This is an optimization exercise on Yosys and OpenROAD, whose aim is small area and a short achievable clock period, not a production implementation. Where RTL was checked, it was by simulation tests only, not by an equivalence proof against the original. Power and IR drop assume default switching activity.

juniper:
Design dipole, start of the top module:
module dipole(clk_in, reset, clk_out, r_vga, g_vga, b_vga, h_sync, v_sync, h_c, v_c, cw, ccw, start, stop, led, led2);
Size: about 980 cells after synthesis, roughly 55 I/O pins.
==> flow/config.mk <==
export PLATFORM = sky130hd
export DESIGN_NAME = dipole
export DESIGN_NICKNAME = dipole
export VERILOG_FILES = /design/flow/design.v
export SDC_FILE = /design/flow/constraint.sdc
export NUM_CORES = 4
export LEC_CHECK = 0
export CAP_MARGIN = 20
export CORE_MARGIN = 2
export CORE_UTILIZATION = 72
export PLACE_DENSITY = 0.82
export SLEW_MARGIN = 20
==> flow/constraint.sdc <==
create_clock -name core_clock -period 400.0 [get_ports {clk_in}]
set_input_delay 80.0000 -clock core_clock [delete_from_list [all_inputs] [get_ports {clk_in}]]
set_output_delay 80.0000 -clock core_clock [all_outputs]
set_load 0.01 [all_outputs]
standard.sh (not shown) runs the stock make flow with config.mk's settings and CLKGATE_MAP_FILE= SYNTH_SCRIPT=/design/flow/synth_recipe.tcl, a recipe that flattens the netlist after the stock synthesis.
==> flow/flow/run.sh <==
#!/bin/bash
# Own layout flow: the standard synthesis, then the combinational logic is
# mapped again with a stronger ABC script (the flip-flops, their names and cell
# types are kept as the standard synthesis made them), then the standard
# layout from that netlist.
set -euo pipefail
W=$(pwd)
R=$W/orfs/results/$FLOW_PLATFORM/dipole/base
L=$W/orfs/logs/$FLOW_PLATFORM/dipole/base
LIB=$FLOW_HOME/platforms/$FLOW_PLATFORM/lib/sky130_fd_sc_hd__tt_025C_1v80.lib
YOSYS=$(command -v yosys || echo "$FLOW_HOME/../tools/install/yosys/bin/yosys")

bash standard.sh synth > "$W/flow_synth.log" 2>&1
cp -p "$R/1_2_yosys.v" "$W/standard_1_2_yosys.v"

# the platform's don't-use cells, as the standard synthesis passed them to ABC
DONTUSE=$(grep -o -- "-dont_use [A-Za-z0-9_]*" "$L/1_2_yosys.log" | sort -u | tr '\n' ' ')

LIB="$LIB" IN="$W/standard_1_2_yosys.v" OUT="$W/resyn_1_2_yosys.v" \
  ABCSCRIPT="$W/flow/resyn.abc" DONTUSE="$DONTUSE" \
  "$YOSYS" -c "$W/flow/resyn.tcl" > "$W/flow_resyn.log" 2>&1

cp "$W/resyn_1_2_yosys.v" "$R/1_2_yosys.v"
touch "$R/1_2_yosys.v"

# ports get the smallest buffer rather than a delay cell; the clock tree uses
# small buffers and no dummy loads
bash standard.sh "BUFFER_PORTS_ARGS=-buffer_cell sky130_fd_sc_hd__buf_1" \
  "CTS_ARGS=-sink_clustering_enable -repair_clock_nets -buf_list {sky130_fd_sc_hd__clkbuf_4 sky130_fd_sc_hd__clkbuf_8} -dont_use_dummy_load" \
  finish > "$W/flow_layout.log" 2>&1
Other scripts of this flow, unchanged in this note and not shown: flow/flow/resyn.abc, flow/flow/resyn.tcl
In summary, juniper completed successfully, with a layout that passed the timing, DRC and antenna checks.
The following lists how harbor was set up differently from juniper:
--- a/flow/flow/run.sh
+++ b/flow/flow/run.sh
@@ -26,5 +26,2 @@
-# ports get the smallest buffer rather than a delay cell; the clock tree uses
-# small buffers and no dummy loads
-bash standard.sh "BUFFER_PORTS_ARGS=-buffer_cell sky130_fd_sc_hd__buf_1" \
-  "CTS_ARGS=-sink_clustering_enable -repair_clock_nets -buf_list {sky130_fd_sc_hd__clkbuf_4 sky130_fd_sc_hd__clkbuf_8} -dont_use_dummy_load" \
-  finish > "$W/flow_layout.log" 2>&1
+# ports get the smallest buffer rather than a delay cell
+bash standard.sh "BUFFER_PORTS_ARGS=-buffer_cell sky130_fd_sc_hd__buf_1" finish > "$W/flow_layout.log" 2>&1
--- a/flow/config.mk
+++ b/flow/config.mk
@@ -10,2 +10,3 @@
-export CORE_UTILIZATION = 72
-export PLACE_DENSITY = 0.82
+export CORE_UTILIZATION = 60
+export CTS_BUF_LIST = sky130_fd_sc_hd__clkbuf_4
+export PLACE_DENSITY = 0.7
==> comparison <==
- | total instance count after detailed placement | higher: harbor |
- harbor against juniper: clock share of power increased by 1.3 points relative to the old numbers; post-DP HPWL moved up; clock group power went up about 6%; share of total power in combinational logic fell by 0.5 points.
- harbor gives less first-iteration DRC count than juniper did.
> inputs changed (harbor -> maple)
--- a/flow/flow/run.sh
+++ b/flow/flow/run.sh
@@ -26,2 +26,5 @@
-# ports get the smallest buffer rather than a delay cell
-bash standard.sh "BUFFER_PORTS_ARGS=-buffer_cell sky130_fd_sc_hd__buf_1" finish > "$W/flow_layout.log" 2>&1
+# ports get the smallest buffer rather than a delay cell; the clock tree uses
+# small buffers and no dummy loads
+bash standard.sh "BUFFER_PORTS_ARGS=-buffer_cell sky130_fd_sc_hd__buf_1" \
+  "CTS_ARGS=-sink_clustering_enable -repair_clock_nets -buf_list {sky130_fd_sc_hd__clkbuf_4 sky130_fd_sc_hd__clkbuf_8} -dont_use_dummy_load" \
+  finish > "$W/flow_layout.log" 2>&1
--- a/flow/config.mk
+++ b/flow/config.mk
@@ -11 +10,0 @@
-export CTS_BUF_LIST = sky130_fd_sc_hd__clkbuf_4
Results
maple has source-to-sink clock delay at the later pin of the worst-skew pair below what harbor had. Looking at harbor and maple, the detailed-route via count is a wash. maple: post-synthesis to final-layout area growth lower than harbor. | total internal power | maple vs harbor | 0.000094 mW higher |. Compared with harbor, in maple slew at the pin with the worst max-slew slack shrank by 4.9 ps; fraction of met3 tracks used by global routing shrank by 0.72 points; clock-pin slew reported for the worst setup and hold paths after clock tree synthesis shrank by 60 ps.
No run of this note included a check of the RTL's function; only the layout flow was run.

---

run a:
dipole, a different RTL version from the one above (not shown whole).
Size in the first run: ~1,100 cells after synthesis, roughly 55 I/O pins.
Settings: LEC_CHECK=0, CAP_MARGIN=20, CORE_MARGIN=2, CORE_UTILIZATION=60, CTS_BUF_LIST=sky130_fd_sc_hd__clkbuf_2 sky130_fd_sc_hd__clkbuf_4, PLACE_DENSITY=0.7, SLEW_MARGIN=20; clock period 400.0 ns.
==> flow/flow/run.sh <==
#!/bin/bash
# Own layout flow: the standard synthesis, then the combinational logic is
# mapped again with a stronger ABC script (the flip-flops, their names and cell
# types are kept as the standard synthesis made them), then the standard
# layout from that netlist.
set -euo pipefail
W=$(pwd)
R=$W/orfs/results/$FLOW_PLATFORM/dipole/base
L=$W/orfs/logs/$FLOW_PLATFORM/dipole/base
LIB=$FLOW_HOME/platforms/$FLOW_PLATFORM/lib/sky130_fd_sc_hd__tt_025C_1v80.lib
YOSYS=$(command -v yosys || echo "$FLOW_HOME/../tools/install/yosys/bin/yosys")

bash standard.sh synth > "$W/flow_synth.log" 2>&1
cp -p "$R/1_2_yosys.v" "$W/standard_1_2_yosys.v"

# the platform's don't-use cells, as the standard synthesis passed them to ABC
DONTUSE=$(grep -o -- "-dont_use [A-Za-z0-9_]*" "$L/1_2_yosys.log" | sort -u | tr '\n' ' ')

LIB="$LIB" IN="$W/standard_1_2_yosys.v" OUT="$W/resyn_1_2_yosys.v" \
  ABCSCRIPT="$W/flow/resyn.abc" DONTUSE="$DONTUSE" \
  "$YOSYS" -c "$W/flow/resyn.tcl" > "$W/flow_resyn.log" 2>&1

cp "$W/resyn_1_2_yosys.v" "$R/1_2_yosys.v"
touch "$R/1_2_yosys.v"

# ports get the smallest buffer rather than a delay cell
bash standard.sh "BUFFER_PORTS_ARGS=-buffer_cell sky130_fd_sc_hd__buf_1" finish > "$W/flow_layout.log" 2>&1
==> flow/flow/resyn.abc <==
strash
&get -n
&deepsyn -T 60
&put
&get -n
&dch -f
&nf -R 1000
&put
==> flow/flow/resyn.tcl <==
# Map the combinational logic of the standard synthesis's netlist again,
# keeping every flip-flop instance (name and cell type) as it is.
yosys -import
set lib $::env(LIB)
read_liberty -ignore_miss_func $lib
foreach m {dfxtp_1 dfxtp_2 dfxtp_4 dfrtp_1 dfrtp_2 dfrtp_4 dfstp_1 dfstp_2 dfstp_4
           dfxbp_1 dfxbp_2 dfrbp_1 dfrbp_2 dfsbp_1 dfsbp_2 dfbbn_1 dfbbn_2 dfbbp_1
           dfrtn_1 edfxtp_1 edfxbp_1 dlxtp_1 dlxtn_1 dlxtn_2 dlxtn_4 dlxbn_1 dlxbn_2
           dlxbp_1 dlrtp_1 dlrtp_2 dlrtp_4 dlrtn_1 dlrtn_2 dlrtn_4 dlrbn_1 dlrbn_2
           dlrbp_1 dlrbp_2 sdfxtp_1 sdfxtp_2 sdfxtp_4 conb_1} {
  catch { blackbox sky130_fd_sc_hd__$m }
}
read_verilog $::env(IN)
hierarchy -check -top dipole
flatten
opt_clean -purge
tee -o $::env(OUT).before.stat stat
abc -script $::env(ABCSCRIPT) -liberty $lib {*}$::env(DONTUSE)
opt_clean -purge
setundef -zero
hilomap -singleton -hicell sky130_fd_sc_hd__conb_1 HI -locell sky130_fd_sc_hd__conb_1 LO
insbuf -buf sky130_fd_sc_hd__buf_4 A X
splitnets
opt_clean -purge
tee -o $::env(OUT).stat stat -liberty $lib
# the cells' own models (from read_liberty) are not written, only the design
write_verilog -noattr -nohex -nodec $::env(OUT)
For run b, these inputs were changed with respect to run a:
diff --git a/flow/flow/run.sh b/flow/flow/run.sh
--- a/flow/flow/run.sh
+++ b/flow/flow/run.sh
@@ -25,3 +25,2 @@
 
-# ports get the smallest buffer rather than a delay cell
-bash standard.sh "BUFFER_PORTS_ARGS=-buffer_cell sky130_fd_sc_hd__buf_1" finish > "$W/flow_layout.log" 2>&1
+bash standard.sh > "$W/flow_layout.log" 2>&1
diff --git a/flow/config.mk b/flow/config.mk
--- a/flow/config.mk
+++ b/flow/config.mk
@@ -9,5 +9,3 @@
 export CORE_MARGIN = 2
-export CORE_UTILIZATION = 60
-export CTS_BUF_LIST = sky130_fd_sc_hd__clkbuf_2 sky130_fd_sc_hd__clkbuf_4
-export PLACE_DENSITY = 0.7
+export CORE_UTILIZATION = 40
 export SLEW_MARGIN = 20
==> comparison <==
Compared with run a, run b shows a fraction of power consumed by combinational cells that is 4.1 points lower. Going from run a to run b, tightest hold margin went down, total placed instance area increased 6.6%, sequential share of layout area lower, critical path depth held steady, setup slack now sits lower. Switching power of the nets ends up higher on run b. Net switching share of the total power: higher on run a. Diff run b..run a | number of clock buffers in the layout | unchanged. Going from run a to run b, share of the core filled with cells now sits lower; delay contributed by the slowest stage of the critical path now sits lower.

[separate check: timing with driven ports]
The flow's constraints put no driver on any port. The routed layouts listed below were extracted and timed again, unchanged, in two steps.
Step 1 assumes that a clkbuf_16 drives the clock port and a buf_2 every other input.
Step 2, shift: input delay + t, output delay - t, t = (earliest + latest rising clock arrival at the registers) / 2. This alone moves slack from input paths to output paths.
Three values: no drivers, after step 1, after step 2; two values: the first two.
run | t, ns | slack for setup (ns) | worst register clock-pin slew, ns
juniper | 0.381 | 318.636 / 318.603 / 318.451 | 0.08 / 0.08
harbor | 0.475 | 318.515 / 318.479 / 318.435 | 0.12 / 0.12
maple | 0.372 | 318.654 / 318.618 / 318.452 | 0.08 / 0.08
run a | 0.498 | 317.951 / 317.967 / 317.469 | 0.12 / 0.12
run b | 0.393 | 317.580 / 317.603 / 317.210 | 0.07 / 0.07
After both steps every run listed still meets setup and hold. The setup slack of run a, which loses most, moves by +0.016 ns with the drivers and by -0.482 ns with both steps.
